This is an optimization exercise on Yosys and OpenROAD, whose aim is small area and a short achievable clock period, not a production implementation. The clock input has no modelled driver; a real chip could not lean on it and would need a root buffer or a full tree. Power figures rest on the tool's default switching activity, not on a simulated workload.

==> module fifo_sync, before the edit <==
module fifo_sync(clk,rst,wen,ren,data_in,data_out,full,empty);
  input clk;
  input rst;
  input wen;
  input ren;
  input [31 : 0] data_in;
  output reg [31 : 0] data_out;
  output reg full, empty;
  reg [31:0] mem [7:0];
  reg [3:0] wj;      
  reg [7:0] rsel;    
  reg nfull;         
  reg nempty;        
  function automatic [7:0] jdec(input [3:0] j);
    begin
      jdec[0] = ~j[3] & ~j[0];
      jdec[1] =  j[0] & ~j[1];
      jdec[2] =  j[1] & ~j[2];
      jdec[3] =  j[2] & ~j[3];
      jdec[4] =  j[3] &  j[0];
      jdec[5] = ~j[0] &  j[1];
      jdec[6] = ~j[1] &  j[2];
      jdec[7] = ~j[2] &  j[3];
    end
  endfunction
  function automatic [3:0] jinc(input [3:0] j);
    jinc = {j[2:0], ~j[3]};
  endfunction
  wire [7:0] wsel = jdec(wj);
  wire wr = wen & nfull;
  wire rd = ren & nempty;
  integer i;
  always @(posedge clk)
    for (i = 0; i < 8; i = i + 1)
      if (nfull & wsel[i])
        mem[i] <= data_in;
  wire take = rd & ~rst;
  wire hold = ~rd & ~rst;
  reg [31:0] rdata;
  always @* begin
    rdata = {32{hold}} & data_out;
    for (i = 0; i < 8; i = i + 1)
      rdata = rdata | ({32{take & rsel[i]}} & mem[i]);
  end
  always @(posedge clk)
    data_out <= rdata;
  wire [7:0] rnext = {rsel[6:0], rsel[7]};
  wire [7:0] wnext = jdec(jinc(wj));
  wire almost_full  = |(wnext & rsel);     
  wire almost_empty = |(rnext & wsel);     
  reg full_n, empty_n;
  always @* begin
    full_n  = ~nfull;
    empty_n = ~nempty;
    if (wr & ~rd) begin
      empty_n = 1'b0;
      full_n  = almost_full;
    end
    if (rd & ~wr) begin
      full_n  = 1'b0;
      empty_n = almost_empty;
    end
  end
  always @(posedge clk) begin
    if (rst) begin
      wj     <= 4'd0;
      rsel   <= 8'd1;
      full   <= 1'b0;
      empty  <= 1'b1;
      nfull  <= 1'b1;
      nempty <= 1'b0;
    end else begin
      if (wr) wj <= jinc(wj);
      if (rd) rsel <= rnext;
      full   <= full_n;
      empty  <= empty_n;
      nfull  <= ~full_n;
      nempty <= ~empty_n;
    end
  end
endmodule
==> flow/config.mk <==
export PLATFORM = sky130hd
export DESIGN_NAME = fifo_sync
export DESIGN_NICKNAME = fifo_sync
export VERILOG_FILES = /design/flow/design.v
export SDC_FILE = /design/flow/constraint.sdc
export NUM_CORES = 4
export LEC_CHECK = 0
export CAP_MARGIN = 20
export CORE_MARGIN = 2
export CORE_UTILIZATION = 65
export SETUP_SLACK_MARGIN = 0.7
export SLEW_MARGIN = 20
export TNS_END_PERCENT = 5
==> flow/constraint.sdc <==
create_clock -name core_clock -period 2.0 [get_ports {clk}]
set_input_delay 0.4000 -clock core_clock [delete_from_list [all_inputs] [get_ports {clk}]]
set_output_delay 0.4000 -clock core_clock [all_outputs]
set_load 0.01 [all_outputs]
standard.sh (not shown) runs the stock make flow with config.mk's settings and CLKGATE_MAP_FILE= SYNTH_SCRIPT=/design/flow/synth_recipe.tcl, a recipe that flattens the netlist after the stock synthesis.
==> flow/flow/run.sh <==
#!/bin/bash
# The standard layout, with three changes:
#  - port buffers become plain buffers after global placement (iobuf.tcl);
#  - CTS without dummy loads, in clusters of at most 20 sinks;
#  - after CTS the clock port drives four branch buffers directly instead of
#    a root buffer and two branch buffers (post_cts.tcl, retree.tcl).
set -uo pipefail
here=$(pwd)
bash standard.sh finish \
  POST_GLOBAL_PLACE_TCL="$here/flow/iobuf.tcl" \
  POST_CTS_TCL="$here/flow/post_cts.tcl" \
  CTS_ARGS="-sink_clustering_enable -repair_clock_nets -sink_clustering_size 20 -sink_clustering_max_diameter 60 -dont_use_dummy_load" \
  > "$here/standard.log" 2>&1
Other scripts of this flow, unchanged in this note and not shown: flow/flow/iobuf.tcl, flow/flow/post_cts.tcl, flow/flow/retree.tcl
Next try:
==> flow/design.v (replaced) <==
module fifo_sync(clk,rst,wen,ren,data_in,data_out,full,empty);
  input clk;
  input rst;
  input wen;
  input ren;
  input [31 : 0] data_in;
  output reg [31 : 0] data_out;
  output reg full, empty;
  reg [31:0] mem [7:0];
  reg [7:0] wsel;    
  reg [7:0] rsel;    
  reg nfull;         
  reg nempty;        
  wire wr = wen & nfull;
  wire rd = ren & nempty;
  integer i;
  always @(posedge clk)
    for (i = 0; i < 8; i = i + 1)
      if (wsel[i])
        mem[i] <= data_in;
  wire take = rd & ~rst;
  wire hold = ~rd & ~rst;
  reg [31:0] rdata;
  always @* begin
    rdata = {32{hold}} & data_out;
    for (i = 0; i < 8; i = i + 1)
      rdata = rdata | ({32{take & rsel[i]}} & mem[i]);
  end
  always @(posedge clk)
    data_out <= rdata;
  wire [7:0] wpos  = wsel | ({8{~nfull}} & rsel);
  wire [7:0] wnext = {wpos[6:0], wpos[7]};
  wire [7:0] rnext = {rsel[6:0], rsel[7]};
  wire almost_full  = |(wnext & rsel);     
  wire almost_empty = |(rnext & wpos);     
  reg full_n, empty_n;
  always @* begin
    full_n  = ~nfull;
    empty_n = ~nempty;
    if (wr & ~rd) begin
      empty_n = 1'b0;
      full_n  = almost_full;
    end
    if (rd & ~wr) begin
      full_n  = 1'b0;
      empty_n = almost_empty;
    end
  end
  always @(posedge clk) begin
    if (rst) begin
      wsel   <= 8'd1;
      rsel   <= 8'd1;
      full   <= 1'b0;
      empty  <= 1'b1;
      nfull  <= 1'b1;
      nempty <= 1'b0;
    end else begin
      wsel   <= full_n ? 8'd0 : (wr ? wnext : wpos);
      if (rd) rsel <= rnext;
      full   <= full_n;
      empty  <= empty_n;
      nfull  <= ~full_n;
      nempty <= ~empty_n;
    end
  end
endmodule
The changed run ran to the end with no violations.
Final area went up by 1.1%.
Worst setup slack is better by 0.013 ns.
Total power went up by 28%.
Wire length went up by 0.74%.
Via count went up by 2.7%.
Function was not checked in any run of this note: the RTL went through the layout flow alone.

[what the ideal ports hide]
The results above use ideal ports. As a check the final layouts listed here were re-extracted and re-timed, cells and wires unchanged.
Step 1, drivers: a clkbuf_16 drives clk and a buf_2 each remaining input, both assumed.
Step 2 moves the port delays by t, midway between the first and last clock arrival at a register: inputs arrive t later, outputs are due t later. That takes back most of the time a late clock gives input paths.
Three values: ideal ports, drivers, drivers and shift; two values: the first two.
| run | shift t [ns] | setup slack, ns | worst data-port slew with drivers (ns) | pins driven straight from the clock port |
|---|---|---|---|---|
| the first run | 0.389 | 0.499 / 0.499 / 0.330 | 0.06 | 4 |
| the second run | 0.394 | 0.512 / 0.512 / 0.280 | 0.04 | 4 |
After both steps every run listed still meets setup and hold. For the second run, which loses most, drivers alone change the setup slack by 0.000 ns; drivers and shift together by -0.232 ns.
